What follows belongs to an exercise in optimizing a design on an open flow for small area; a production flow would make more cautious choices. Function was checked by simulation only, so behaviour that the tests miss may differ from the original. Power figures rest on the tool's default switching activity, not on a simulated workload.

### design/flow/constraint.sdc
create_clock -name core_clock -period 10.0 [get_ports {clk}]
set_input_delay 2.0000 -clock core_clock [delete_from_list [all_inputs] [get_ports {clk}]]
set_output_delay 2.0000 -clock core_clock [all_outputs]
set_load 0.01 [all_outputs]
### design/flow/run.sh
#!/bin/bash
# synth_recipe.tcl (not shown) runs the flow's synth.tcl, then flattens the netlist and writes it again
# the make line also repeats each setting of config.mk as NAME=value (left out here)
make -C /OpenROAD-flow-scripts/flow DESIGN_CONFIG=/design/flow/config.mk WORK_HOME=/design/flow/orfs CLKGATE_MAP_FILE= SYNTH_SCRIPT=/design/flow/synth_recipe.tcl finish
### design/flow/design.v
module rca9900 #(parameter N = 16) (
	input  [N-1:0] a,
	input  [N-1:0] b,
	input  ci,
	output [N-1:0] s,
	output co
	);
	wire [N:0] c;
	assign c[0] = ci;
	genvar i;
	generate
		for (i = 0; i < N; i = i + 1) begin : bit_
			assign s[i]   = a[i] ^ b[i] ^ c[i];
			assign c[i+1] = (a[i] & b[i]) | (c[i] & (a[i] ^ b[i]));
		end
	endgenerate
	assign co = c[N];
endmodule
module alu9900(
	input [15:0] arg1,
	input [15:0] arg2, 
	input [3:0] ope, 
	input compare,	 
	output [15:0] alu_result,
	output alu_logical_gt,
	output alu_arithmetic_gt,
	output alu_flag_zero,
	output alu_flag_carry,
	output alu_flag_overflow,
	output alu_flag_parity,
	output alu_flag_parity_source
	);
	localparam load1=4'h0, load2=4'h1, add =4'h2, sub =4'h3, 
				  abs  =4'h4, aor  =4'h5, aand=4'h6, axor=4'h7,
				  andn =4'h8, coc  =4'h9, czc =4'ha, swpb=4'hb,
				  sla  =4'hc, sra  =4'hd, src =4'he, srl =4'hf;
	wire do_sub = (ope != add);
	wire [15:0] sum;
	wire sum_co;
	rca9900 #(16) adder(.a(arg1), .b(arg2 ^ {16{do_sub}}), .ci(do_sub), .s(sum), .co(sum_co));
	reg [15:0] r;
	reg c16;
	always @* begin
		c16 = 1'b0;
		case (ope)
			load1: r = arg1;
			load2: r = arg2;
			add:   begin r = sum; c16 = sum_co; end
			sub:   begin r = sum; c16 = !sum_co; end
			abs:   begin r = arg2[15] ? sum : arg2; c16 = arg2[15] & !sum_co; end
			aor:   r = arg1 | arg2;
			aand:  r = arg1 & arg2;
			axor:  r = arg1 ^ arg2;
			andn:  r = arg1 & ~arg2;
			coc:   r = (arg1 ^ arg2) & arg1;
			czc:   r = (arg1 ^ ~arg2) & arg1;
			swpb:  r = { arg2[7:0], arg2[15:8] };
			sla:   begin r = { arg2[14:0], 1'b0 }; c16 = arg2[15]; end
			sra:   begin r = { arg2[15], arg2[15:1] }; c16 = arg2[0]; end
			src:   begin r = { arg2[0], arg2[15:1] }; c16 = arg2[0]; end
			default: begin r = { 1'b0, arg2[15:1] }; c16 = arg2[0]; end  
		endcase
	end
	assign alu_result = r;
	wire nz = |r;
	assign alu_logical_gt = compare ? (arg2[15] && !arg1[15]) || (arg1[15]==arg2[15] && r[15]) 
											  : nz;
	assign alu_arithmetic_gt = compare ? (!arg2[15] && arg1[15]) || (arg1[15]==arg2[15] && r[15])
											  : (ope == abs) ? arg2[15] == 1'b0 && arg2 != 16'd0
											  : r[15]==1'b0 && nz;
	assign alu_flag_zero = !nz;
	assign alu_flag_carry = (ope == sub) ? !c16 : c16;
	assign alu_flag_overflow = (ope == sla) ? r[15] != arg2[15] :
										(compare || ope==sub || ope==abs) ? (arg1[15] != arg2[15] && r[15] != arg1[15]) : 
																					   (arg1[15] == arg2[15] && r[15] != arg1[15]);
	assign alu_flag_parity = ^r[15:8];
	assign alu_flag_parity_source = ^arg2[15:8];
endmodule
module tms9900(
    input clk, 
    input reset,
    output [15:0] addr_out,
    input  [15:0] data_in,
    output [15:0] data_out,
    output reg rd,
    output reg wr,
    output reg rd_now,
    input  cache_hit,
    input  use_ready,
    input  ready,
    output reg iaq,
    output reg as,
    input  int_req,
    input [3:0] ic03,
    output reg int_ack,
    input  cruin,
    output reg cruout,
    output cruclk,
    input  hold,
    output reg holda,
    input [7:0] waits,
    output reg stuck,
    output [15:0] ir_out,
    output [15:0] pc_ir_out,
    output [15:0] pc_ir_out2     
);
localparam 	
    do_pc_read=7'd0,
    do_alu_read=7'd1,
    do_fetch=7'd73,
    do_fetch0=7'd2,
    do_decode=7'd3,
    do_branch=7'd4,
    do_stuck=7'd5,
    do_read0=7'd6,
    do_read1=7'd7,
    do_read2=7'd8,
    do_read3=7'd9,
    do_write=7'd10,
    do_write0=7'd11,
    do_write1=7'd12,
    do_write2=7'd13,
    do_write3=7'd14,
    do_ir_imm=7'd15,
    do_lwpi_limi=7'd76,
    do_load_imm=7'd74,
    do_load_imm5=7'd75,
    do_read_operand0=7'd16,
    do_read_operand1=7'd77,
    do_read_operand2=7'd78,
    do_read_operand3=7'd17,
    do_read_operand4=7'd79,
    do_read_operand5=7'd18,
    do_alu_write=7'd19,
    do_dual_op=7'd115,
    do_dual_op1=7'd116,
    do_dual_op2=7'd72,
    do_dual_op3=7'd20,
    do_source_address0=7'd21,
    do_source_address1=7'd87,
    do_source_address2=7'd88,
    do_source_address3=7'd89,
    do_source_address4=7'd90,
    do_source_address5=7'd22,
    do_source_address6=7'd91,
    do_branch_b_bl=7'd112,
    do_x_instruction=7'd93,
    do_x_write0=7'd23,
    do_x_fetch=7'd24,
    do_single_op_writeback=7'd86,
    do_rtwp0=7'd25,
    do_rtwp1=7'd80,
    do_rtwp2=7'd81,
    do_rtwp3=7'd82,
    do_shifts0=7'd26,
    do_shifts1=7'd83,
    do_shifts2=7'd84,
    do_shifts3=7'd27,
    do_shifts4=7'd28,
    do_blwp00=7'd29,
    do_blwp0=7'd64,
    do_blwp_xop=7'd68,
    do_blwp1=7'd65,
    do_blwp2=7'd66,
    do_blwp3=7'd67,
    do_single_bit_cru0=7'd85,
    do_single_bit_cru1=7'd30,
    do_single_bit_cru2=7'd31,
    do_ext_instructions=7'd32,
    do_store_instructions=7'd33,
    do_coc_czc_etc0=7'd113,
    do_coc_czc_etc1=7'd114,
    do_coc_czc_etc2=7'd69,
    do_coc_czc_etc3=7'd34,
    do_xop=7'd120,
    do_ldcr0=7'd117,
    do_ldcr00=7'd35,
    do_ldcr1=7'd118,
    do_ldcr2=7'd36,
    do_ldcr3=7'd37,
    do_ldcr4=7'd38,
    do_ldcr5=7'd39,
    do_stcr0=7'd119,
    do_stcr6=7'd40,
    do_stcr7=7'd92,
    do_stcr_delay0=7'd41,
    do_stcr_delay1=7'd42,
    do_idle_wait=7'd43,
    do_mul_store0=7'd44,
    do_mul_store1=7'd45,
    do_mul_store2=7'd46,
    do_div0=7'd47,
    do_div1=7'd70,
    do_div2=7'd48,
    do_div3=7'd49,
    do_div4=7'd50,
    do_div5=7'd71,
    do_process_branch=7'd51,
    do_mul0=7'd52,
    do_mul1=7'd53,
    do_mul2=7'd54,
    do_mul3=7'd55,
    do_mul4=7'd56 ;
localparam fetch_sub1=2'd1, fetch_sub2=2'd2, fetch_sub3=3'd3;
localparam 
        alu_load1=4'h0, alu_load2=4'h1, alu_add =4'h2, alu_sub =4'h3, 
        alu_abs  =4'h4, alu_aor  =4'h5, alu_aand=4'h6, alu_axor=4'h7,
        alu_andn =4'h8, alu_coc  =4'h9, alu_czc =4'ha, alu_swpb=4'hb,
        alu_sla  =4'hc, alu_sra  =4'hd, alu_src =4'he, alu_srl =4'hf;
reg  [15:0] arg1;
reg  [15:0] arg2;
reg  [3:0]  ope;
wire [15:0] alu_result;
wire alu_logical_gt, alu_arithmetic_gt;
wire alu_flag_zero, alu_flag_carry, alu_flag_overflow;
wire alu_flag_parity, alu_flag_parity_source;
reg alu_compare;
reg [15:0] addr;     
assign addr_out = addr;
assign data_out = wr_dat;
reg operand_word;
reg  [15:0] read_byte_aligner;
reg  [15:0] ea, rd_dat;
reg  [15:0] st, pc, w;
reg cruclk_internal;
reg i_am_xop;
reg [6:0] cpu_state;
reg [5:0] cpu_state_next;            
reg [3:0] cpu_state_operand_return;  
reg read_to_arg2, set_ea_from_alu, set_dual_op_flags;
reg [15:0] wr_dat;
reg set_int_priority;
reg [15:0] reg_t, reg_t2;
reg [7:0] delay_count;
function [7:0] dec8;
    input [7:0] a;
    integer i;
    reg b;
    begin
        b = 1'b1;
        for (i = 0; i < 8; i = i + 1) begin
            dec8[i] = a[i] ^ b;
            b = b & ~a[i];
        end
    end
endfunction
reg [1:0] fetch_substate;
reg add_to_pc;
reg [15:0] ir;
reg [4:0] shift_count;
wire [4:0] shift_count_dec;
rca9900 #(5) shift_count_sub(.a(shift_count), .b(5'h1F), .ci(1'b0), .s(shift_count_dec), .co());
wire [3:0] ic03_dec;
rca9900 #(4) ic03_sub(.a(ic03), .b(4'hF), .ci(1'b0), .s(ic03_dec), .co());
wire ic03_le_mask;   
rca9900 #(4) ic03_cmp(.a(st[3:0]), .b(~ic03), .ci(1'b1), .s(), .co(ic03_le_mask));
reg [15:0] pc_ir, pc_ir2;   
reg executing_x;
assign ir_out = ir;
assign pc_ir_out = pc_ir;
assign pc_ir_out2 = pc_ir2;
localparam [7:0] cru_delay_spec = 8'h02;
reg mult_top_bit;
reg mul_carry;
assign cruclk = cruclk_internal;
always @(operand_word, rd_dat, ea)
begin
    if (operand_word)
        read_byte_aligner <= rd_dat;
    else begin
        if(ea[0] == 1'b0 )
            read_byte_aligner <= { rd_dat[15:8], 8'h00 };
        else    
            read_byte_aligner <= { rd_dat[7:0], 8'h00 };
    end
end
wire [15:0] dest_reg_addr;
wire dest_c;
wire [15:0] pc_offset = (cpu_state == do_branch) ? { {7{ir[7]}}, ir[7:0], 1'b0 } : 16'h0002;
wire [15:0] pc_sum;
rca9900 #(16) pc_adder(.a(pc), .b(pc_offset), .ci(1'b0), .s(pc_sum), .co());
rca9900 #(4) dest_adder(.a(w[4:1]), .b(ir[9:6]), .ci(1'b0), .s(dest_reg_addr[4:1]), .co(dest_c));
rca9900 #(11) dest_inc(.a(w[15:5]), .b(11'd0), .ci(dest_c), .s(dest_reg_addr[15:5]), .co());
assign dest_reg_addr[0] = w[0];
reg [5:0] operand_mode;
reg mpy_div_done;
reg mpy_div_start;
reg mpy_op;   
reg [3:0] md_count;
reg md_step;
wire [3:0] md_count_dec;
rca9900 #(4) md_count_sub(.a(md_count), .b(4'hF), .ci(1'b0), .s(md_count_dec), .co());
reg md_top;      
wire md_div_ok = md_top | alu_flag_carry;
wire [15:0] md_rem = md_div_ok ? alu_result : arg1;
wire md_do_step = !mpy_div_start && !mpy_div_done && md_step;
always @(posedge clk)
begin : mpy_div
    if (mpy_div_start == 1'b1) begin
        mpy_div_done <= 1'b0;
        md_count <= 4'b0000;
        md_step <= 1'b1;
    end else if (!mpy_div_done) begin
        if (md_step) begin
            md_count <= md_count_dec;
        end else begin
            if (md_count == 4'b0000)
                mpy_div_done <= 1'b1;
        end
        md_step <= !md_step;
    end
end
wire byte_to_high = !ea[0] || (cpu_state != do_stcr7 && operand_mode[5:4] == 2'b00);
wire [15:0] byte_merge = byte_to_high ? { alu_result[15:8], rd_dat[7:0] } : { rd_dat[15:8], alu_result[15:8] };
wire [3:0] ope_eff = (cpu_state == do_div2 && mpy_op && !wr_dat[0]) ? alu_load1 : ope;
alu9900 alu(
    .arg1(arg1), .arg2(arg2), .ope(ope_eff), .alu_result(alu_result),
    .compare(alu_compare),
    .alu_logical_gt(alu_logical_gt), .alu_arithmetic_gt(alu_arithmetic_gt),
    .alu_flag_zero(alu_flag_zero), .alu_flag_carry(alu_flag_carry),
    .alu_flag_overflow(alu_flag_overflow), 
    .alu_flag_parity(alu_flag_parity), .alu_flag_parity_source(alu_flag_parity_source)
    );
always @(posedge clk)
begin
    if (reset == 1'b1) begin
        st <= 16'h0000;   
        pc <= 16'h1234;   
        w <= 16'h0000;    
        stuck <= 1'b0;
        rd <= 1'b0;
        wr <= 1'b0;
        cruclk_internal <= 1'b0;
        cruout <= 1'b0;
        i_am_xop <= 1'b0;
        arg2 <= 16'h0000;
        ope <= alu_load2;
        cpu_state <= do_blwp00;
        delay_count = 0;
        holda <= hold;    
        set_int_priority <= 1'b0;
        int_ack <= 1'b0;
        iaq <= 1'b0;
        rd_now <= 1'b0;
        as <= 1'b0;
        read_to_arg2 <= 1'b0;
        set_ea_from_alu <= 1'b0;
        set_dual_op_flags <= 1'b0;
        add_to_pc = 1'b0;
    end else begin
        add_to_pc = 0;
        if (set_ea_from_alu) begin
            ea <= alu_result;
            set_ea_from_alu <= 0;
        end
        if (set_dual_op_flags)  
        begin
            set_dual_op_flags <= 0;
            st[15] <= alu_logical_gt;
            st[14] <= alu_arithmetic_gt;
            st[13] <= alu_flag_zero;
            if (ir[15:13] == 3'b101 || ir[15:13] == 3'b011) begin
                st[12] <= alu_flag_carry;
                st[11] <= alu_flag_overflow;
            end 	
            if (!operand_word) begin
                if (ir[15:13] == 3'b100 || ir[15:13] == 3'b110)
                    st[10] <= alu_flag_parity_source;	 
                else
                    st[10] <= alu_flag_parity;
            end 
        end    
        case(cpu_state)
			do_pc_read: begin
				    addr <= pc;
					add_to_pc = 1'b1;
					as <= 1'b1;
					rd <= 1'b1;
					cpu_state <= do_read0;
                end
            do_alu_read: begin
                    addr <= alu_result;
                    as <= 1'b1;
                    rd <= 1'b1;
                    cpu_state <= do_read0;
                end
			do_read0: begin
					cpu_state <= do_read1;
					delay_count = waits;	 
					as <= 1'b0;
                end
			do_read1: begin
					if (cache_hit == 1'b1) begin
                        delay_count = 0;
                        cpu_state <= { 1'b1, cpu_state_next };
                        rd <= 1'b0;
                        rd_dat <= data_in;
                        if (read_to_arg2) begin
                            arg2 <= data_in;
                            read_to_arg2 <= 1'b0;
                        end
                    end else begin
                        if ((use_ready==1'b0 && delay_count == 8'd0) || (ready == 1'b1)) begin
                            delay_count = 8'd0;
                            cpu_state <= do_read3;   
                            rd_now <= 1'b1;                            
                        end
                    end
                end
			do_read2: begin
					cpu_state <= do_read3;
					rd_now <= 1'b1;	 
                end
			do_read3: begin
                    cpu_state <= { 1'b1, cpu_state_next };
                    rd <= 1'b0;
                    rd_dat <= data_in;
                    rd_now <= 1'b0;
                    if (read_to_arg2) begin
                        arg2 <= data_in;
                        read_to_arg2 <= 1'b0;
                    end
                end
            do_write:
                begin
                    addr <= ea;
                    as <= 1'b1;
                    wr <= 1'b1;
                    cpu_state <= do_write0;
                end
            do_alu_write: begin
                addr <= alu_result;						
                as <= 1'b1;
                wr <= 1'b1;
                cpu_state <= do_write0;
                end
            do_write0:
                begin 
                    cpu_state <= do_write1; 
                    as <= 1'b0;
                    if (waits[7:1] == 7'd0)
                        delay_count = 7'd0;  
                    else
                        delay_count = waits;
                end
            do_write1:  begin   
                    if ((use_ready == 1'b0 && delay_count == 8'd0) || ready == 1'b1) begin
                        delay_count = 8'd0;
                        cpu_state <= do_write2;
                    end
                end
            do_write2:  cpu_state <= do_write3;
            do_write3:  begin
                    cpu_state <= { 1'b1, cpu_state_next };
                    wr <= 1'b0;
                end
            do_fetch: begin
                    if (hold == 1'b1)
                        holda <= 1'b1;
                    else begin
                        holda <= 1'b0;
                        i_am_xop <= 1'b0;
                        if (int_req == 1'b1 && ic03_le_mask) begin
                            set_int_priority <= 1'b1;
                            arg2 <= { 10'b00_0000_0000, ic03, 2'b00 };
                            ope <= alu_load2;
                            cpu_state <= do_blwp00;
                            int_ack <= 1'b1;
                        end else begin
                            iaq <= 1'b1;
                            addr <= pc;
                            add_to_pc = 1'b1;
                            as <= 1'b1;
                            rd <= 1'b1;
                            cpu_state <= do_fetch0;
                            fetch_substate <= fetch_sub1;
                        end
                    end
                end
            do_fetch0: begin
                    cpu_state <= do_decode;
                    as <= 1'b0;
                    delay_count = waits;
                    executing_x <= 1'b0;
                end
            do_decode: begin
                    if ((fetch_substate == fetch_sub1 && cache_hit==1) || fetch_substate==fetch_sub3) begin
                        if (!executing_x)
                            ir = data_in;						 
                        delay_count = 8'd0;
                        rd_now <= 0;
                        rd <= 0;
                        pc_ir2 <= pc_ir;                     
                        pc_ir <= pc;						 
                        operand_word <= 1;			 
                        iaq <= 0;
                        arg1 <= { 1'b0, w };
                        arg2 <= { 11'b0000_0000_000, ir[3:0], 1'b0 };
                        ope <= alu_add;	 
                        operand_mode <= ir[5:0]; 
                        alu_compare <= 0;
                        if (ir[15:13] == 3'b101 ||  
                            ir[15:13] == 3'b100 ||  
                            ir[15:13] == 3'b011 ||  
                            ir[15:13] == 3'b111 ||  
                            ir[15:13] == 3'b010 ||  
                            ir[15:13] == 3'b110) begin  
                            operand_word <= !ir[12];
                            cpu_state <= do_alu_read;
                            if (ir[5:4] == 2'b00) begin 
                                cpu_state_next <= do_dual_op[5:0];	 
                                set_ea_from_alu <= 1;
                            end else begin
                                cpu_state_next <= do_read_operand1[5:0];	 
                                cpu_state_operand_return <= do_dual_op[3:0];
                            end
                        end else if (ir[15:12] == 4'b0001
                             && ir[11:8] != 4'hD && ir[11:8] != 4'hE && ir[11:8] != 4'hF)
                                cpu_state <= do_branch; 
                        else if(ir[15:10] == 6'b000010) begin  
                            shift_count <= { 1'b0, ir[7:4] };
                            cpu_state <= do_shifts0;
                        end else if (ir == 16'h0380) begin  
                            arg1 <= { 1'b0, w };
                            arg2 <= { 11'b0000_0000_000, 4'hD, 1'b0 };   
                            ope <= alu_add;	
                            cpu_state <= do_rtwp0;
                        end else if (ir[15:8] == 8'h1D  ||  
                                ir[15:8] == 8'h1E  ||  
                                ir[15:8] == 8'h1F)   
                        begin
                            arg1 <= w;
                            arg2 <= { 11'b0000_0000_000, 4'hC, 1'b0 };
                            ope <= alu_add;
                            cpu_state <= do_alu_read;	 
                            cpu_state_next <= do_single_bit_cru0[5:0];
                        end else if (ir == 16'h0340 || ir == 16'h0360 || ir == 16'h03C0 || ir == 16'h03A0 || ir == 16'h03E0)
                        begin
                            cpu_state <= do_ext_instructions;
                        end else if(ir[15:4] == 12'h02c || ir[15:4] == 12'h02a)  
                            cpu_state <= do_store_instructions;
                        else if (ir[15:13] == 3'b001 && ir[12:10] != 3'b100 && ir[12:10] != 3'b101) begin
                            if (ir[12:10] == 3'b011) begin  
                                cpu_state <= do_source_address0;
                                cpu_state_operand_return <= do_xop[3:0];
                            end else begin
                                cpu_state <= do_read_operand0;
                                cpu_state_operand_return <= do_coc_czc_etc0[3:0];
                            end
                        end else if (ir[15:11] == 5'b00110) begin  
                            if (ir[9:6] == 4'b1000 || (ir[9] == 0 && ir[8:6] != 3'b000))
                                operand_word <= 0;
                            if (ir[10] == 0) begin
                                cpu_state <= do_read_operand0;
                                cpu_state_operand_return <= do_ldcr0[3:0];	 
                            end else begin
                                cpu_state <= do_source_address0;
                                cpu_state_operand_return <= do_stcr0[3:0];	 
                            end
                        end else if (ir[15:4] == 12'h020 || ir[15:4] == 12'h022 ||  
                                     ir[15:4] == 12'h024 || ir[15:4] == 12'h026 ||  
                                    ir[15:4] == 12'h028) begin 							 
                                set_ea_from_alu <= 1;
                                cpu_state <= do_pc_read;
                                cpu_state_next <= do_load_imm[5:0];
                        end else if (ir[15:9] == 7'b000_0001 && ir[4:0] == 5'b00000)
                                cpu_state <= do_ir_imm;
                        else if (ir[15:10] == 6'b00_0001) begin 
                            operand_word <= 1;
                            if (ir[5:4] == 2'b00) 
                                cpu_state <= do_branch_b_bl;
                            else begin 
                                cpu_state <= do_source_address0;
                                cpu_state_operand_return <= do_branch_b_bl[3:0];
                            end
                        end else begin
                            cpu_state <= do_stuck;		 
                        end
                    end else begin
                        case (fetch_substate)  
                            fetch_sub1: begin 
                                if ((use_ready == 1'b0 && delay_count == 8'd0) || ready == 1'b1) 
                                    fetch_substate <= fetch_sub2; 
                            end
                            fetch_sub2: begin rd_now <= 1; fetch_substate <= fetch_sub3; end
                        endcase
                    end
                end
            do_x_instruction: begin
                    ir              = rd_dat;  
                    fetch_substate  <= fetch_sub3;
                    cpu_state       <= do_decode;
                    executing_x     <= 1'b1;
                end
            do_single_op_writeback: begin
                    if (ope != alu_swpb) begin
                        st[15] <= alu_logical_gt;
                        st[14] <= alu_arithmetic_gt;
                        st[13] <= alu_flag_zero;
                        if (ope == alu_add || ope == alu_sub || ope == alu_abs) begin
                            st[12] <= alu_flag_carry;
                            st[11] <= alu_flag_overflow;
                        end
                        if (ope == alu_abs)
                            st[12] <= 0;			 
                    end 
                    cpu_state <= do_write0; addr <= ea; wr_dat <= alu_result; as <= 1; wr <= 1;
                    cpu_state_next <= do_fetch[5:0];
                end
            do_branch_b_bl: begin
                case (ir[9:6]) 
                    4'b0001: begin  
                        pc <= alu_result;	 
                        cpu_state <= do_fetch;
                        end
                    4'b1010: begin  
                        pc <= alu_result;	 
                        wr_dat <= pc;		 
                        arg1 <= { 1'b0, w };
                        arg2 <= 16'h0016;	 
                        ope <= alu_add;
                        cpu_state <= do_alu_write;
                        cpu_state_next <= do_fetch[5:0];
                        end
                    4'b0011: begin  
                        wr_dat <= 16'h0000;
                        cpu_state <= do_alu_write;
                        cpu_state_next <= do_fetch[5:0];
                        end
                    4'b1100: begin  
                        wr_dat <= 16'hFFFF;
                        cpu_state <= do_alu_write;
                        cpu_state_next <= do_fetch[5:0];
                        end
                    4'b0101: begin  
                        ea <= alu_result;	 
                        read_to_arg2 <= 1;
                        cpu_state_next <= do_single_op_writeback[5:0];
                        cpu_state <= do_read0; addr <= alu_result; as <= 1; rd <= 1; 
                        arg1 <= 17'hFFFF;
                        ope <= alu_axor;
                        end
                    4'b0100: begin  
                        ea <= alu_result;	 
                        read_to_arg2 <= 1;
                        cpu_state_next <= do_single_op_writeback[5:0];
                        cpu_state <= do_read0; addr <= alu_result; as <= 1; rd <= 1; 
                        arg1 <= 17'h0000;
                        ope <= alu_sub;
                        end
                    4'b1101: begin  
                        ea <= alu_result;	 
                        read_to_arg2 <= 1;
                        cpu_state_next <= do_single_op_writeback[5:0];
                        cpu_state <= do_read0; addr <= alu_result; as <= 1; rd <= 1; 
                        arg1 <= 17'h0000;
                        ope <= alu_abs;
                        end
                    4'b1011: begin   
                        ea <= alu_result;	 
                        read_to_arg2 <= 1;
                        cpu_state_next <= do_single_op_writeback[5:0];
                        cpu_state <= do_read0; addr <= alu_result; as <= 1; rd <= 1; 
                        arg1 <= 17'h0000;
                        ope <= alu_swpb;
                        end
                    4'b0110: begin  
                        ea <= alu_result;	 
                        read_to_arg2 <= 1;
                        cpu_state_next <= do_single_op_writeback[5:0];
                        cpu_state <= do_read0; addr <= alu_result; as <= 1; rd <= 1; 
                        arg1 <= 17'h0001;
                        ope <= alu_add;
                        end
                    4'b0111: begin   
                        ea <= alu_result;	 
                        read_to_arg2 <= 1;
                        cpu_state_next <= do_single_op_writeback[5:0];
                        cpu_state <= do_read0; addr <= alu_result; as <= 1; rd <= 1; 
                        arg1 <= 17'h0002;
                        ope <= alu_add;
                        end
                    4'b1000: begin  
                        ea <= alu_result;	 
                        read_to_arg2 <= 1;
                        cpu_state_next <= do_single_op_writeback[5:0];
                        cpu_state <= do_read0; addr <= alu_result; as <= 1; rd <= 1; 
                        arg1 <= 17'hFFFF;	 
                        ope <= alu_add;
                        end
                    4'b1001: begin  
                        ea <= alu_result;	 
                        read_to_arg2 <= 1;
                        cpu_state_next <= do_single_op_writeback[5:0];
                        cpu_state <= do_read0; addr <= alu_result; as <= 1; rd <= 1; 
                        arg1 <= 17'hFFFE;	 
                        ope <= alu_add;
                        end
                    4'b0010: begin  
                        ea <= alu_result;
                        cpu_state_next <= do_x_instruction[5:0];
                        addr <= alu_result; as <= 1; rd <= 1; cpu_state <= do_read0;
                        end
                    4'b0000:  
                        cpu_state <= do_blwp00;
                    default: 
                        cpu_state <= do_stuck;
                    endcase
                end
            do_branch: begin
                    cpu_state <= do_process_branch;  
                    case (ir[11 : 8])
                        4'b0000: begin add_to_pc=1; end	 
                        4'b0001: begin if (st[14]==0 && st[13]==0) add_to_pc = 1; end  
                        4'b0010: begin if (st[15]==0 || st[13]==1) add_to_pc = 1; end  
                        4'b0011: begin if (             st[13]==1) add_to_pc = 1; end  
                        4'b0100: begin if (st[15]==1 || st[13]==1) add_to_pc = 1; end  
                        4'b0101: begin if (             st[14]==1) add_to_pc = 1; end  
                        4'b0110: begin if (             st[13]==0) add_to_pc = 1; end  
                        4'b0111: begin if (             st[12]==0) add_to_pc = 1; end  
                        4'b1000: begin if (             st[12]==1) add_to_pc = 1; end  
                        4'b1001: begin if (             st[11]==0) add_to_pc = 1; end  
                        4'b1010: begin if (st[15]==0 && st[13]==0) add_to_pc = 1; end  
                        4'b1011: begin if (st[15]==1 && st[13]==0) add_to_pc = 1; end  
                        4'b1100: begin if (             st[10]==1) add_to_pc = 1; end  
                        default: cpu_state <= do_stuck;
                    endcase
                end
                do_process_branch: cpu_state <= do_fetch;
            do_ir_imm: begin
                    if (ir[8:5] == 4'b0111 || ir[8:5] == 4'b1000) begin	 
                        cpu_state <= do_pc_read;
                        cpu_state_next <= do_lwpi_limi[5:0];
                    end else begin
                        cpu_state <= do_stuck;
                    end
                end
            do_lwpi_limi: begin	
                    cpu_state <= do_fetch;
                    if (ir[8 : 5] == 4'b0111)
                        w <= rd_dat;	 
                    else
                        st[3 : 0] <= rd_dat[3 : 0];	 
                end
            do_load_imm: begin  
                    arg1 <= rd_dat;
                    if (ir[7:4] == 4'h0) begin
                        cpu_state <= do_load_imm5;
                        ope <= alu_load1;  
                    end else begin
                        read_to_arg2 <= 1;	 
                        addr <= ea; as <= 1; rd <= 1; cpu_state <= do_read0;	
                        case (ir[7:4] )
                            4'h0: ope <= alu_load1;  
                            4'h2: ope <= alu_add;	  
                            4'h4: ope <= alu_aand;	  
                            4'h6: ope <= alu_aor;	  
                            4'h8: begin ope <= alu_sub; alu_compare <= 1; end  
                            default:    cpu_state <= do_stuck;
                        endcase		
                        cpu_state_next <= do_load_imm5[5:0];
                    end 
                end
            do_load_imm5: begin 
                    st[15] <= alu_logical_gt;
                    st[14] <= alu_arithmetic_gt;
                    st[13] <= alu_flag_zero;
                    if (ope == alu_add ) begin
                        st[12] <= alu_flag_carry;
                        st[11] <= alu_flag_overflow;
                    end
                    if (alu_compare == 0) begin
                        wr_dat <= alu_result;	
                        cpu_state <= do_write;
                        cpu_state_next <= do_fetch[5:0];
                    end else begin
                        cpu_state <= do_fetch;
                    end
                end
            do_dual_op: begin
                    reg_t2 <= read_byte_aligner;
                    cpu_state <= do_source_address0;
                    cpu_state_operand_return <= do_dual_op1[3:0];
                    operand_mode <= ir[11:6];
                    if (ir[11:10]== 2'b00 && operand_word) begin  
                        ea <= dest_reg_addr;
                        if (ir[15:13] == 3'b110 && operand_word) begin
                            cpu_state <= do_dual_op2;
                        end else begin	 
                            addr <= dest_reg_addr; as <= 1; rd <= 1; cpu_state <= do_read0; 
                            cpu_state_next <= do_dual_op2[5:0];
                        end
                    end
                end
            do_dual_op1: begin
                    ea <= alu_result;	 
                    if (ir[15:13] == 3'b110 && operand_word) begin
                        cpu_state <= do_dual_op2;
                    end else begin
                        addr <= alu_result; as <= 1; rd <= 1; cpu_state <= do_read0; 
                        cpu_state_next <= do_dual_op2[5:0];
                    end
                end
            do_dual_op2: begin
                    if (ir[15:13] == 3'b110) begin
                        arg1 <= { 1'b0, 16'h0000 };	 
                    end else begin
                        arg1 <= { 1'b0, read_byte_aligner };
                    end
                    arg2 <= reg_t2;
                    cpu_state <= do_dual_op3;
                    alu_compare <= 0;
                    case (ir[15:13])
                        3'b101: ope <= alu_add;  
                        3'b100: begin ope <= alu_sub; alu_compare <= 1; end  
                        3'b011: ope <= alu_sub;  
                        3'b111: ope <= alu_aor;
                        3'b010: ope <= alu_andn;
                        3'b110: ope <= alu_load2;	 
                        default: cpu_state <= do_stuck;
                    endcase
                    set_dual_op_flags <= 1;	 
                end
            do_dual_op3: begin
                    if (ir[15:13] == 3'b100)
                        cpu_state <= do_fetch;	 
                    else begin
                        if (operand_word) begin
                            wr_dat <= alu_result;
                        end else begin
                            wr_dat <= byte_merge;
                        end
                        cpu_state_next <= do_fetch[5:0];
                        addr <= ea; wr <= 1; as <= 1; cpu_state <= do_write0;  
                    end
                end
            do_blwp00: begin
                    holda <= 1'b0;
                    ea <= alu_result;
                    arg1 <= { 1'b0, 16'h0002 };
                    arg2 <= alu_result;
                    ope <= alu_add;
                    addr <= alu_result;
                    as <= 1'b1;
                    rd <= 1'b1;
                    cpu_state <= do_read0;
                    cpu_state_next <= do_blwp0[5:0];
                end
            do_blwp0: begin 
                    ea <= alu_result;
                    reg_t <= rd_dat;
                    arg1  <= rd_dat;
                    if (!i_am_xop) begin
                        arg2 <= { 11'b0000_0000_000, 4'hD, 1'b0 };
                        cpu_state_next <= do_blwp1[5:0];
                    end else begin
                        arg2 <= { 11'b0000_0000_000, 4'hB, 1'b0 };
                        cpu_state_next <= do_blwp_xop[5:0];  
                    end
                    ope <= alu_add;
                    addr <= alu_result; as <= 1'b1; rd <= 1'b1; cpu_state <= do_read0;
                    int_ack <= 1'b0;  
                end
            do_blwp_xop: begin
					wr_dat <= reg_t2;				 
					ea     <= alu_result;
					arg1   <= 16'h0004;			 
					arg2   <= alu_result;		 
					cpu_state 	   <= do_write;  
					cpu_state_next <= do_blwp1[5:0];						
                end 
            do_blwp1: begin
                    wr_dat <= w;
                    ea     <= alu_result;
                    arg1   <= 16'h0002;
                    arg2   <= alu_result;		 
                    cpu_state 	    <= do_write;  
                    cpu_state_next <= do_blwp2[5:0];
                end
            do_blwp2:    
                begin
                    wr_dat <= pc;
                    ea <= alu_result;
                    arg2 <= alu_result;
                    cpu_state      <= do_write;
                    cpu_state_next <= do_blwp3[5:0];
                end
            do_blwp3:
                begin 
                    wr_dat <= st;
                    ea <= alu_result;
                    arg2 <= alu_result;
                    cpu_state <= do_write;
                    cpu_state_next <= do_fetch[5:0];
                    if (set_int_priority) begin
                        st[3:0] <= ic03_dec;
                        set_int_priority <= 1'b0;
                    end
                    pc <= rd_dat;
                    w  <= reg_t;
                    if(i_am_xop)
                        st[9] <= 1'b1;
                end
            do_rtwp0: begin
                    ea <= alu_result;		 
                    arg1 <= { 1'b0, 16'h0002 };
                    arg2 <= alu_result;
                    ope <= alu_add;
                    addr <= alu_result; as <= 1; rd <= 1; cpu_state <= do_read0;
                    cpu_state_next <= do_rtwp1[5:0];
                end
            do_rtwp1: begin
                    w <= rd_dat;			 
                    ea <= alu_result;		 
                    arg2 <= alu_result;	 
                    addr <= alu_result; as <= 1; rd <= 1; cpu_state <= do_read0;
                    cpu_state_next <= do_rtwp2[5:0];
                end
            do_rtwp2: begin
                    pc <= rd_dat;			 
                    ea <= alu_result;		 
                    addr <= alu_result; as <= 1; rd <= 1; cpu_state <= do_read0;
                    cpu_state_next <= do_rtwp3[5:0];
                end
            do_rtwp3: begin
                    st <= rd_dat;			 
                    cpu_state <= do_fetch;
                end
            do_shifts0: begin
                    ea <= alu_result;	 
                    if (shift_count == 5'b00000) begin
                        arg1 <= { 1'b0, w };
                        arg2 <= 16'h0000;
                        ope <= alu_add;
                        cpu_state <= do_alu_read;
                        cpu_state_next <= do_shifts1[5:0];
                    end else begin
                        addr <= alu_result; as <= 1; rd <= 1; cpu_state <= do_read0;
                        cpu_state_next <= do_shifts2[5:0];
                    end
                end
            do_shifts1: begin
                    shift_count <= { rd_dat[3:0] == 4'h0 ? 1'b1 : 1'b0, rd_dat[3:0]};
                    addr <= ea; as <= 1; rd <= 1; cpu_state <= do_read0;
                    cpu_state_next <= do_shifts2[5:0];
                end
            do_shifts2: begin 
                    arg2 <= rd_dat;
                    case (ir[9 : 8]) 
                        2'b00: ope <= alu_sra;
                        2'b01: ope <= alu_srl;
                        2'b10: begin ope <= alu_sla; st[11] <= 0; end	 
                        2'b11: ope <= alu_src;
                    endcase
                    cpu_state <= do_shifts3;
                end
            do_shifts3: begin 	 
                    arg2 <= alu_result;
                    st[15] <= alu_logical_gt;
                    st[14] <= alu_arithmetic_gt;
                    st[13] <= alu_flag_zero;
                    st[12] <= alu_flag_carry;
                    if (ir[9 : 8] == 2'b10 && alu_flag_overflow==1)
                        st[11] <= 1;
                    if (shift_count == 5'b00001) begin 
                        ope <= alu_load2;				 
                        cpu_state <= do_shifts4;	 
                    end else begin
                        cpu_state <= do_shifts3;	 
                    end
                    shift_count <= shift_count_dec;
                end
            do_shifts4: begin
                    wr_dat <= alu_result;
                    cpu_state <= do_write;
                    cpu_state_next <= do_fetch[5:0];
                end
            do_ext_instructions: begin
                    if (ir == 16'h0360)
                        st[3:0] <= 16'h0000;   
                    addr[15:13] <= rd_dat[7:5];
                    delay_count = cru_delay_spec;	 
                    cpu_state <= do_single_bit_cru2;  
                    if (ir == 16'h0340)
                        cpu_state <= do_idle_wait;  
                end
            do_idle_wait: begin
                    if (delay_count != 8'b0000_0000) 
                        cruclk_internal <= 1;
                    else begin
                        cruclk_internal <= 0;
                        if (int_req == 1 && ic03 == st[3:0])	 
                            cpu_state <= do_fetch;
                    end
                end
            do_single_bit_cru0: begin
                    arg1 <= { 1'b0,  
                        ir[7], ir[7], ir[7], ir[7], ir[7], ir[7], ir[7], 
                        ir[7:0],  1'b0
                        } ;
                    arg2 <= rd_dat;
                    ope <= alu_add;
                    cpu_state <= do_single_bit_cru1;
                end
            do_single_bit_cru1: begin
                    addr <= { 3'b000, alu_result[12:1], 1'b0 };
                    cruout <= ir[8];  
                    cpu_state <= do_single_bit_cru2;
                    delay_count = cru_delay_spec;  
                end
            do_single_bit_cru2: begin
                    if (ir[15:8] != 8'h1F) begin  
                        cruclk_internal <= 1;
                    end
                    if (delay_count == 8'b0000_0000) begin
                        cpu_state <= do_fetch;
                        cruclk_internal <= 0;		 
                        if (ir[15:8] == 8'h1F)  
                            st[13] <= cruin;	 
                    end
                end                
            do_store_instructions: begin  
                    wr_dat <= (ir[6:5] == 2'b10) ? st : w;
                    cpu_state <= do_alu_write;
                    cpu_state_next <= do_fetch[5:0];
                end
            do_coc_czc_etc0: begin
                    reg_t <= rd_dat;	 
                    operand_mode <= { 2'b00 , ir[9:6]};	 
                    cpu_state <= do_source_address0;			 
                    cpu_state_operand_return <= do_coc_czc_etc1[3:0];
                end
            do_coc_czc_etc1: begin
                    ea <= alu_result;	 
                    addr <= alu_result; as <= 1; rd <= 1; cpu_state <= do_read0;
                    cpu_state_next <= do_coc_czc_etc2[5:0];
                end
            do_coc_czc_etc2: begin
                    arg1 <= { 1'b0, reg_t };		 
                    arg2 <= rd_dat;	 
                    cpu_state <= do_stuck;
                    case (ir[12 : 10])
                        3'b000: begin  
                            ope <= alu_coc;
                            cpu_state <= do_coc_czc_etc3;
                            end
                        3'b001: begin  
                            ope <= alu_czc;
                            cpu_state <= do_coc_czc_etc3;
                            end
                        3'b010: begin  
                            ope <= alu_axor;
                            cpu_state <= do_coc_czc_etc3;
                            end
                        3'b110: begin  
                                cpu_state <= do_mul0;  
                            end
                        3'b111: begin  
                            arg1 <= { 1'b0, rd_dat };
                            arg2 <= reg_t;
                            ope <= alu_sub;		 
                            cpu_state <= do_div0;
                            end
                        default:  
                            cpu_state <= do_stuck;
                    endcase
                end
            do_coc_czc_etc3: begin
                    st[13] <= alu_flag_zero;
                    if (ir[12 : 11] == 2'b00) begin
                        cpu_state <= do_fetch;			 
                    end else if (ir[12 : 11] == 2'b01) begin  
                        st[15] <= alu_logical_gt;
                        st[14] <= alu_arithmetic_gt;
                        wr_dat <= alu_result;
                        cpu_state <= do_write;
                        cpu_state_next <= do_fetch[5:0];
                    end else begin
                        cpu_state <= do_stuck;
                    end
                end
            do_mul0: begin  
                    mpy_div_start <= 1'b1;
                    mpy_op <= 1'b1;
                    arg1 <= 16'h0000;
                    arg2 <= reg_t;
                    ope <= alu_add;
                    wr_dat <= rd_dat;
                    cpu_state <= do_div2;     
                end
            do_div0: begin  
                    st[11] <= 0;  
                    if ((reg_t[15]==0 && rd_dat[15]==1) || (reg_t[15] == rd_dat[15] && alu_result[15]==0)) begin
                        st[11] <= 1;	  
                        cpu_state <= do_fetch;	 
                    end else begin
                        reg_t2 <= rd_dat;    
                        arg1 <= 17'h0002;
                        arg2 <= ea;
                        ope <= alu_add;
                        cpu_state <= do_alu_read;
                        cpu_state_next <= do_div1[5:0];  
                    end
                end
            do_div1: begin 
                    mpy_div_start <= 1'b1;
                    mpy_op <= 1'b0;
                    arg1 <= { reg_t2[14:0], rd_dat[15] };
                    md_top <= reg_t2[15];
                    arg2 <= reg_t;
                    ope <= alu_sub;
                    wr_dat <= rd_dat;
                    cpu_state <= do_div2;            
                end 
            do_div2: begin 
                mpy_div_start <= 1'b0; 
                if (md_do_step) begin
                    if (mpy_op) begin
                        arg1 <= { alu_flag_carry, alu_result[15:1] };
                        wr_dat <= { alu_result[0], wr_dat[15:1] };
                    end else begin
                        reg_t2 <= md_rem;
                        arg1 <= { md_rem[14:0], wr_dat[14] };
                        md_top <= md_rem[15];
                        wr_dat <= { wr_dat[14:0], md_div_ok };
                    end
                end
                if(mpy_div_done && !mpy_div_start) 
                    cpu_state <= do_div4;
            end
            do_div4: begin
                    if (mpy_op) begin
                        wr_dat <= arg1;      
                        reg_t2 <= wr_dat;    
                    end
                    arg1 <= 17'h0002;
                    arg2 <= ea;
                    ope <= alu_add;
                    cpu_state <= do_write;
                    cpu_state_next <= do_div5[5:0]; 
                end
            do_div5: begin
                    wr_dat <= reg_t2;
                    ea <= alu_result;
                    cpu_state <= do_write;
                    cpu_state_next <= do_fetch[5:0];
                end
            do_xop: begin
                    reg_t2 <= alu_result;	 
                    arg1 <= 17'h0040;
                    arg2 <= { 8'h00, 2'b00, ir[9:6], 2'b00 };	 
                    ope <= alu_add;
                    cpu_state <= do_blwp00;
                    i_am_xop <= 1;
                end
            do_ldcr0: begin	
                    reg_t <= read_byte_aligner;	 
                    arg1 <= { 1'b0, read_byte_aligner };
                    ope <= alu_load1;
                    cpu_state <= do_ldcr00;
                end
            do_ldcr00: begin
                    st[15] <= alu_logical_gt;
                    st[14] <= alu_arithmetic_gt;
                    st[13] <= alu_flag_zero;
                    if (!operand_word)
                        st[10] <= alu_flag_parity;
                    operand_mode <= 6'b001100;	 
                    cpu_state <= do_read_operand0;
                    cpu_state_operand_return <= do_ldcr1[3:0];
                end
            do_stcr0: begin
                    reg_t <= operand_word ? 16'h0001 : 16'h0100;
                    wr_dat <= 16'h0000;	 
                    reg_t2 <= alu_result;		 
                    operand_mode <= 6'b001100;	 
                    cpu_state <= do_read_operand0;
                    cpu_state_operand_return <= do_ldcr1[3:0];
                end
            do_ldcr1: begin
                    ea <= rd_dat;
                    shift_count <= { ir[9:6] == 4'b0000 ? 1'b1 : 1'b0, ir[9 : 6] };
                    cpu_state <= do_ldcr2;
                end
            do_ldcr2: begin
                    arg2 <= reg_t;
                    if (ir[10] == 0) begin
                        ope <= alu_srl;	 
                        cpu_state <= do_ldcr3;							
                    end else begin
                        ope <= alu_sla;	 
                        cpu_state <= do_stcr_delay0;  
                    end
                    addr <= { 3'b000, ea[12 : 1], 1'b0 };  
                end
            do_stcr_delay0: cpu_state <= do_stcr_delay1;
            do_stcr_delay1: cpu_state <= do_ldcr3;
            do_ldcr3: begin
                    if (ir[10] == 0) begin	 
                        cpu_state <= do_ldcr4;
                        if (operand_word)
                            cruout <= alu_flag_carry;
                        else
                            cruout <= alu_result[7];	 
                    end else begin
                        if (cruin == 1)
                            wr_dat <= wr_dat | reg_t;	
                        cpu_state <= do_ldcr5;	 
                    end
                    reg_t <= alu_result;				 
                    arg1 <= 17'h0002;
                    arg2 <= ea;
                    ope <= alu_add;
                    delay_count = cru_delay_spec;  
                end
            do_ldcr4: begin
                    cruclk_internal <= 1;
                    cpu_state <= do_ldcr5;
                end
            do_ldcr5: begin
                    if (delay_count == 8'b0000_0000) begin
                        ea <= alu_result;
                        cruclk_internal <= 0;
                        if (shift_count == 5'b00001) begin
                            if (ir[10] == 0) 
                                cpu_state <= do_fetch;		 
                            else
                                cpu_state <= do_stcr6;		 
                        end else begin
                            cpu_state <= do_ldcr2;
                        end
                        shift_count <= shift_count_dec;
                    end
                end
            do_stcr6: begin
                    st[15 : 12] <= 4'b0010;
                    if (wr_dat != 16'h0000) 
                        st[15:13] <= { 1'b1, !wr_dat[15], 1'b0 };
                    ea <= reg_t2;
                    addr <= reg_t2; as <= 1; rd <= 1; cpu_state <= do_read0;
                    cpu_state_next <= do_stcr7[5:0];
                    arg2 <= wr_dat;
                    ope <= alu_load2;
                end
            do_stcr7: begin
                    if (!operand_word) begin
                        wr_dat <= byte_merge;
                    end 
                    cpu_state_next <= do_fetch[5:0];
                    cpu_state <= do_write;
                end
            do_source_address0: begin
                    arg1 <= { 1'b0, w };
                    arg2 <= { 11'b0000_0000_000, operand_mode[3:0], 1'b0 };
                    ope <= alu_add;	 
                    case (operand_mode[5:4])
                        2'b00 : 
                            cpu_state <= { 3'b111, cpu_state_operand_return };	 
                        2'b01 : begin  
                            cpu_state <= do_alu_read;
                            cpu_state_next <= do_source_address1[5:0];
                            end
                        2'b10 : begin  
                            cpu_state <= do_pc_read;
                            if (operand_mode[3:0] == 4'b0000)
                                cpu_state_next <= do_source_address1[5:0];	 
                            else
                                cpu_state_next <= do_source_address2[5:0];	 
                            end
                        2'b11 : begin  
                            cpu_state <= do_alu_read;
                            cpu_state_next <= do_source_address4[5:0];
                            end
                        default: cpu_state <= do_stuck;
                    endcase
                end
		    do_source_address1: begin
                arg2 <= rd_dat;
                ope  <= alu_load2;
                cpu_state <= { 3'b111, cpu_state_operand_return };
                end
            do_source_address2: begin
                reg_t <= rd_dat;
                cpu_state <= do_alu_read;
                cpu_state_next <= do_source_address3[5:0];
                end
            do_source_address3: begin
                arg1 <= { 1'b0, rd_dat };	 
                arg2 <= reg_t;		 
                ope <= alu_add;
                cpu_state <= { 3'b111, cpu_state_operand_return };
                end
            do_source_address4: begin	 
                reg_t <= rd_dat;	 
                arg1 <= { 1'b0, rd_dat };
                arg2 <= operand_word ? 16'h0002 : 16'h0001;
                ope <= alu_add;
                ea <= alu_result;	 
                cpu_state <= do_source_address5;
                end
            do_source_address5: begin
                wr_dat <= alu_result; addr <= ea; as <= 1; wr <= 1; cpu_state <= do_write0;
                cpu_state_next <= do_source_address6[5:0];
                end
            do_source_address6: begin
                arg2 <= reg_t;
                ope <= alu_load2;
                cpu_state <= { 3'b111, cpu_state_operand_return };
                end
            do_read_operand0: begin
                    arg1 <= { 1'b0, w };
                    arg2 <= { 11'b0000_0000_00, operand_mode[3:0], 1'b0 };
                    ope <= alu_add;	 
                    cpu_state <= do_alu_read;	 
                    cpu_state_next <= do_read_operand1[5:0];
                end
            do_read_operand1: begin
                    case (operand_mode[5:4])
                    2'b00: begin
                        ea <= alu_result;  
                        cpu_state <= { 3'b111, cpu_state_operand_return };
                        end
                    2'b01: begin
                        ea <= rd_dat;
                        addr <= rd_dat; as <= 1; rd <= 1; cpu_state <= do_read0;
                        cpu_state_next <= { 2'b11, cpu_state_operand_return };
                        end
                    2'b10: begin
                        reg_t <= rd_dat;	 
                        cpu_state <= do_pc_read;
                        cpu_state_next <= do_read_operand2[5:0];
                        end
                    2'b11: begin
                        reg_t <= rd_dat;		 
                        ea <= alu_result;		 
                        arg1 <= { 1'b0, rd_dat };
                        arg2 <= operand_word ? 16'h0002 : 16'h0001;
                        ope <= alu_add;		 
                        cpu_state <= do_read_operand3;
                        end
                    default: 
                        cpu_state <= do_stuck;	 
                    endcase
                end
            do_read_operand2: begin
                    if (operand_mode[3:0] == 4'b0000) begin
                        ea <= rd_dat;
                        addr <= rd_dat; as <= 1; rd <= 1; cpu_state <= do_read0;
                        cpu_state_next <= { 2'b11, cpu_state_operand_return };
                    end else begin
                        arg1 <= { 1'b0, rd_dat };
                        arg2 <= reg_t;
                        ope <= alu_add;
                        cpu_state <= do_read_operand5;
                    end
                end
            do_read_operand3: begin
                    wr_dat <= alu_result;
                    addr <= ea; as <= 1; wr <= 1; cpu_state <= do_write0;
                    cpu_state_next <= do_read_operand4[5:0];
                end
            do_read_operand4: begin
                    ea <= reg_t;
                    addr <= reg_t; as <= 1; rd <= 1; cpu_state <= do_read0;
                    cpu_state_next <= { 2'b11, cpu_state_operand_return };
                end
            do_read_operand5: begin
                    ea <= alu_result;
                    addr <= alu_result; as <= 1; rd <= 1; cpu_state <= do_read0;
                    cpu_state_next <= { 2'b11, cpu_state_operand_return }; 	 
                end
            default:
                begin
                    stuck <= 1'b1;
                    holda <= hold;    
                end
        endcase
        if (delay_count)
            delay_count = dec8(delay_count);
        if (add_to_pc) 
            pc <= pc_sum;
    end
end
endmodule
### design/flow/config.mk
export PLATFORM = sky130hd
export DESIGN_NAME = tms9900
export DESIGN_NICKNAME = tms9900
export VERILOG_FILES = /design/flow/design.v
export SDC_FILE = /design/flow/constraint.sdc
export NUM_CORES = 4
export LEC_CHECK = 0
export CAP_MARGIN = 20
export CORE_MARGIN = 2
export CORE_UTILIZATION = 40
export PLACE_DENSITY = 0.6
export SLEW_MARGIN = 20
==> run_results.csv, run 1 <==
group,metric,value,unit
run_status,outcome,"no timing/DRC/antenna violations",
cts,cts_tree,"done",
cells_and_area,area_growth,15.6,%
yosys,ys.flop_type,"edfxtp_1",
critical_path,worstPathMaxFanout,3,
sta,slew_violations,0,
place,dpl.hpwl,130,mm
cts,clkTransAtPathRegs,0.06,ns
yosys,synth_edf_count,190,
sta,fin_hold_ws,0.442,ns
die,fp.dieH,258,µm
die,fp.dieArea,66700,µm²
yosys,synthesis.area,25800,µm²
route,drc,0,
route,avgViaCountPerCell,7.85,
yosys,synth_cells,3221,
yosys,post-synth-top-area-fraction,0.221,
place,pre_cts_slack,0.416,ns
global_route,grt_max_degree,67,
critical_path,crit_path_start_kind,"flip-flop",
yosys,ys_seq_elements,293,
yosys,syn_area_per_cell,8.02,µm²
cts,h-tree-depth,2,
critical_path,worstSetupPathType,"reg -> reg",
yosys,synthDistinctLibCells,103,
yosys,synth.area.top_cells,"edfxtp_1, dfxtp_1, nand2_1",
route,vias,32800,
cts,insertion_delay,0.62,ns
sta,rsz0062_at_grt,"false",
sta,setup_tns,0,ns
sta,period_share,0.971,
route,first_pass_iters,10,
cts,cts_buffers,39,
die,start_util,0.403,
power_and_ir_drop,powerDensity,317,nW/µm²
sta,fin_skew,0.0299,ns
global_route,grt_pass1_vias,30200,
critical_path,worstSetupEndpointType,"flip-flop",
cts,root_buffer,"clkbuf_16",
yosys,synth_nets,3351,
sta,tightest_slew,1.35,ns
global_route,grtUsageTotal,0.516,
sta,final_hold_viol_count,0,
cells_and_area,drive_gt1_frac,0.110,
sta,slew_headroom,0.101,
die,die_w,258,µm
global_route,grt_pass1_wl,244,mm
die,rows,93,
cts,postCtsSetupRepairBufs,0,
power_and_ir_drop,power.static_leakage,10.4,nW
sta,fmax,103,MHz
die,num_io_pins,126,
power_and_ir_drop,peakVddDrop,173,µV
worst_hold_path,worst_hold_path_type,"reg -> reg",
place,portBuffers,125,
sta,fin_ws,0.287,ns
cts,clock_sinks,293,
cts,cts_hold_buf,0,
global_route,gr-total-overflow,0,
sta,setup_violations,0,
yosys,yosysTopAreaCell,"edfxtp_1",
route,wl_per_cell,42.6,µm
critical_path,crit_arrival,10.19,ns
yosys,synthArstFlopShare,0,
yosys,ys_seq_area_frac,0.301,
global_route,antenna_found_initial,17,
route,totalWireLength,178,mm
run,maxCapViolCount,0,
critical_path,regToRegSetupSlack,0.29,ns
route,ant_nets,0,
critical_path,crit_slowest_cell,"or4_4",
yosys,synth_top_cells_by_count,"nand2_1, nor2_1, o21ai_0, a21oi_1, clkbuf_1",
yosys,yosys.cell_count.top_type,"nand2_1",
critical_path,max_stage_delay,0.53,ns
sta,fin_crit,9.71,ns
critical_path,path_common_cell,"fa_2",
yosys,yosysWarnings,2,
die,coreArea,64100,µm²
route,drtIter0Drc,6900,
cts,cts_buffer_depth,3,
place,gp_congestion,1.15,
critical_path,crit_required,10.47,ns
cells_and_area,final_nets,3407,
-- worst paths after layout --
kind,start,to,cells past startpoint
max reg2reg,cpu_state[0],st[10],34
min reg2reg,pc_ir[10],pc_ir2[10],0
min,pc_ir[10],pc_ir2[10],0
max,cpu_state[0],st[10],34
-- critical path: cells and delay by family, from the launching register on --
family | cells | cell delay [ns]
fa+ha+maj | 16 | 5.71
simple gates | 8 | 1.90
compound gates | 4 | 0.96
xor+xnor | 3 | 0.42
flops | 1 | 0.32
buf+inv | 3 | 0.23
-- metrics by stage --
stage	total power, mW	util	cells	area [µm²]
after floorplan	5.06	-	3221	25900
after global placement	7.51	0.445	4090	28500
after detailed placement	7.52	0.445	4090	28500
after CTS	8.96	0.465	4162	29800
after global routing	9.56	0.465	4163	29800
final	9.48	0.466	4176	29900
-- layout make-up --
| type | count | area (µm²) |
|---|---|---|
| timing repair buffer | 311 | 2670 |
| sequential | 293 | 7770 |
| multi-input combinational | 2535 | 16700 |
| clock inverter | 22 | 195 |
| fill | 6259 | 34300 |
| clock buffer | 50 | 1060 |
| inverter | 97 | 364 |
| antenna | 13 | 32.5 |
| tap | 855 | 1070 |
-- layout by cell type, fill, tap and decap left out, types with 34 or more instances in the layout --
master / count
ha_1: 63
nand3_1: 77
nand2_1: 337
inv_1: 90
buf_4: 184
a221o_1: 34
o21ai_0: 239
edfxtp_1: 190
nor2_1: 304
nor3_1: 74
clkbuf_16: 39
nor2b_1: 34
nand4_1: 42
mux2i_1: 47
o211ai_1: 48
a22oi_1: 64
clkdlybuf4s50_1: 124
a31oi_1: 45
a221oi_1: 69
o2111ai_1: 38
dfxtp_1: 98
a21oi_1: 235
a211oi_1: 48
-- power by group --
| part | internal [mW] | total, mW | switching (mW) |
|---|---|---|---|
| registers | 1.66 | 2.07 | 0.414 |
| logic | 1.77 | 5.96 | 4.18 |
| clock network | 0.786 | 1.44 | 0.657 |
-- sequential cells by signal, summed over array words and instances, names as in the netlist, 5 cells and up --
register        count
addr               16
arg1               16
arg2               16
cpu_state           7
cpu_state_next      6
delay_count         8
ea                 16
ir                 16
operand_mode        6
pc                 16
pc_ir              16
pc_ir2             16
rd_dat             16
reg_t              16
reg_t2             16
shift_count         5
st                 16
w                  16
wr_dat             16
-- routing by layer --
metal  up-vias  GRT usage  wire, µm
met5         -    0.00285       113
met4        16      0.339     15100
met3       949      0.241     30700
met2      3530      0.704     68600
met1     15700      0.646     63500
li1      12600          -         -
-- cell families after synthesis --
group / after synthesis / synth area share
AOI/OAI and AO/OA: 1169 / 0.316
xor gates and xnor gates: 40 / 0.0136
adders and majority gates: 94 / 0.0545
buffers and inverters: 393 / 0.0630
DFF: 293 / 0.301
muxes: 57 / 0.0226
and+or+nand+nor: 1175 / 0.230
-- repair_timing --
item	4_1_cts	5_1_grt
resized for setup	0	3
setup endpoints to repair	0	1
endpoints found under the hold margin	0	0
==> inputs of run 2 (changes only) <==
--- a/design/flow/design.v
+++ b/design/flow/design.v
@@ -22,4 +22,5 @@
 	input [3:0] ope, 
 	input compare,	 
+	input adder_sub,	 
 	output [15:0] alu_result,
 	output alu_logical_gt,
@@ -35,8 +36,14 @@
 				  andn =4'h8, coc  =4'h9, czc =4'ha, swpb=4'hb,
 				  sla  =4'hc, sra  =4'hd, src =4'he, srl =4'hf;
-	wire do_sub = (ope != add);
 	wire [15:0] sum;
 	wire sum_co;
-	rca9900 #(16) adder(.a(arg1), .b(arg2 ^ {16{do_sub}}), .ci(do_sub), .s(sum), .co(sum_co));
+	wire [15:0] bx = arg2 ^ {16{adder_sub}};
+	wire c8, co_h0, co_h1;
+	wire [7:0] sum_h0, sum_h1;
+	rca9900 #(8) adder_l(.a(arg1[7:0]), .b(bx[7:0]), .ci(adder_sub), .s(sum[7:0]), .co(c8));
+	rca9900 #(8) adder_h0(.a(arg1[15:8]), .b(bx[15:8]), .ci(1'b0), .s(sum_h0), .co(co_h0));
+	rca9900 #(8) adder_h1(.a(arg1[15:8]), .b(bx[15:8]), .ci(1'b1), .s(sum_h1), .co(co_h1));
+	assign sum[15:8] = c8 ? sum_h1 : sum_h0;
+	assign sum_co = c8 ? co_h1 : co_h0;
 	reg [15:0] r;
 	reg c16;
@@ -313,7 +320,8 @@
 wire byte_to_high = !ea[0] || (cpu_state != do_stcr7 && operand_mode[5:4] == 2'b00);
 wire [15:0] byte_merge = byte_to_high ? { alu_result[15:8], rd_dat[7:0] } : { rd_dat[15:8], alu_result[15:8] };
-wire [3:0] ope_eff = (cpu_state == do_div2 && mpy_op && !wr_dat[0]) ? alu_load1 : ope;
+reg mpy_run;     
+wire [3:0] ope_eff = (mpy_run && !wr_dat[0]) ? alu_load1 : ope;
 alu9900 alu(
-    .arg1(arg1), .arg2(arg2), .ope(ope_eff), .alu_result(alu_result),
+    .arg1(arg1), .arg2(arg2), .ope(ope_eff), .adder_sub(ope != alu_add), .alu_result(alu_result),
     .compare(alu_compare),
     .alu_logical_gt(alu_logical_gt), .alu_arithmetic_gt(alu_arithmetic_gt),
@@ -329,4 +337,5 @@
         w <= 16'h0000;    
         stuck <= 1'b0;
+        mpy_run <= 1'b0;
         rd <= 1'b0;
         wr <= 1'b0;
@@ -1083,4 +1092,5 @@
                     mpy_div_start <= 1'b1;
                     mpy_op <= 1'b1;
+                    mpy_run <= 1'b1;
                     arg1 <= 16'h0000;
                     arg2 <= reg_t;
@@ -1127,5 +1137,8 @@
                 end
                 if(mpy_div_done && !mpy_div_start) 
+                begin
                     cpu_state <= do_div4;
+                    mpy_run <= 1'b0;
+                end
             end
             do_div4: begin
==> design/flow/config.mk (replaced) <==
export PLATFORM = sky130hd
export DESIGN_NAME = tms9900
export DESIGN_NICKNAME = tms9900
export VERILOG_FILES = /design/flow/design.v
export SDC_FILE = /design/flow/constraint.sdc
export NUM_CORES = 4
export LEC_CHECK = 0
export CAP_MARGIN = 0
export CORE_MARGIN = 2
export CORE_UTILIZATION = 70
export CTS_BUF_LIST = sky130_fd_sc_hd__clkbuf_8
export CTS_CLUSTER_SIZE = 30
export PLACE_DENSITY = 0.85
export SLEW_MARGIN = 0
==> run 2 against run 1 <==
  * The flow now stops in 5_1_grt
  * Synthesized cell count down 1.5%
  * Synthesized area down 2.9%
==> run_results.csv, run 2 <==
group,metric,value,unit
yosys,synth.area.top_cells,"edfxtp_1, dfxtp_1, nand2_1",
yosys,synth_nets,3304,
cts,root_buffer,"clkbuf_8",
cts,h-tree-depth,2,
yosys,synth_cells,3173,
die,start_util,0.707,
global_route,grt_pass1_wl,204,mm
cts,cts_resized,0,
yosys,synth_top_cells_by_count,"nand2_1, nor2_1, o21ai_0, a21oi_1, clkbuf_1",
yosys,yosys.cell_count.top_type,"nand2_1",
yosys,ys_seq_elements,294,
run_status,stop_stage,"5_1_grt",
yosys,syn_area_per_cell,7.91,µm²
cts,cts_buffer_depth,3,
yosys,synth_edf_count,190,
place,pre_cts_slack,0.754,ns
cts,cts_buffers,51,
place,portBuffers,125,
yosys,synthDistinctLibCells,90,
run_status,firstError,"[ERROR GRT-0116] Global routing finished with congestion. Check the congestion regions in the DRC Viewer.",
cts,cts_hold_buf,0,
yosys,yosysTopAreaCell,"edfxtp_1",
place,dpl.hpwl,90.9,mm
cts,clock_sinks,294,
run_status,outcome,"aborted with a tool error",
yosys,ys_seq_area_frac,0.310,
yosys,ys.flop_type,"edfxtp_1",
yosys,post-synth-top-area-fraction,0.227,
die,die_w,193,µm
die,rows,69,
yosys,synthArstFlopShare,0,
die,num_io_pins,126,
global_route,grt_max_degree,65,
yosys,yosysWarnings,2,
global_route,grtUsageTotal,0.716,
yosys,synthesis.area,25100,µm²
place,gp_congestion,1.53,
global_route,gr-total-overflow,171,
die,fp.dieH,193,µm
cts,postCtsSetupRepairBufs,0,
global_route,grt_pass1_vias,31700,
[run 2: cell types whose count changed after synthesis, sizes merged, moves of 16 or more]
| cell | change |
|---|---|
| a222oi | +16 |
| a21oi | +18 |
| o21ai | +27 |
| a221oi | +18 |
| nor3b | -17 |
| mux2i | +28 |
| nor2 | +24 |
| buf | -28 |
| nand2 | +29 |
| a22o | -16 |
[run 2: power groups by stage]
stage	sequential [mW]	clock (mW)	combinational, mW
floorplan	1.76	0	2.38
global placement	1.89	0	3.48
detailed placement	1.89	0	3.61
CTS	1.87	1.18	3.64
[run 2: routing by layer]
metal / global-route usage / GRT overflow
met2: 0.863 / 87
met3: 0.562 / 7
met1: 0.776 / 2
met5: 0.231 / 0
met4: 0.609 / 75
[run 2: worst max path at each step]
| stage | startpoint | end |
|---|---|---|
| after floorplan | ope[0] | arg1[0] |
| after CTS | ope[1] | arg2[8] |
| after global placement | ope[1] | arg2[8] |
| after detailed placement | ope[1] | arg2[8] |
[run 2: cell families after synthesis]
logic type,synth area share
XOR/XNOR,0.0150
buffers and inverters,0.0594
adder cells (fa/ha/maj),0.0563
AO/OA/AOI/OAI,0.304
AND/OR/NAND/NOR,0.219
flip-flops,0.310
multiplexers,0.0362
[run 2: per-stage QoR]
step / instances / power (mW) / utilization / instance area, µm² / hold WS (ns)
detailed placement: 3598 / 5.50 / 0.754 / 26800 / 0.436
global placement: 3598 / 5.37 / 0.754 / 26800 / 0.426
CTS: 3694 / 6.68 / 0.785 / 27800 / 0.451
floorplan: 3173 / 4.14 / - / 25100 / 0.432

## static timing again, ports no longer ideal
Ports are ideal in the flow. The routed layout listed here was re-timed in OpenROAD. Step 1 (the two cells are an assumption about what drives the block):
set clk [get_ports {clk}]
set_driving_cell -lib_cell sky130_fd_sc_hd__clkbuf_16 $clk
set_driving_cell -lib_cell sky130_fd_sc_hd__buf_2 [delete_from_list [all_inputs] $clk]
Step 2 adds t to the input delays and takes it off the output delays; t is the mean of the earliest and latest rising clock arrival at the registers after step 1. Input paths then give back, and output paths get back, about the clock's delay inside the block. Slacks: no drivers / after step 1 / after step 2; pairs: no drivers / after step 1.
run: run 1
t (ns): 0.671
setup slack, ns: 0.287 / 0.287 / 0.287
slew at the worst register clock pin (ns): 0.07 / 0.07
worst data-port slew with drivers (ns): 0.06
After both steps setup and hold are still met in run 1. For run 1, drivers alone change the setup slack by 0.000 ns; drivers and shift together by 0.000 ns.
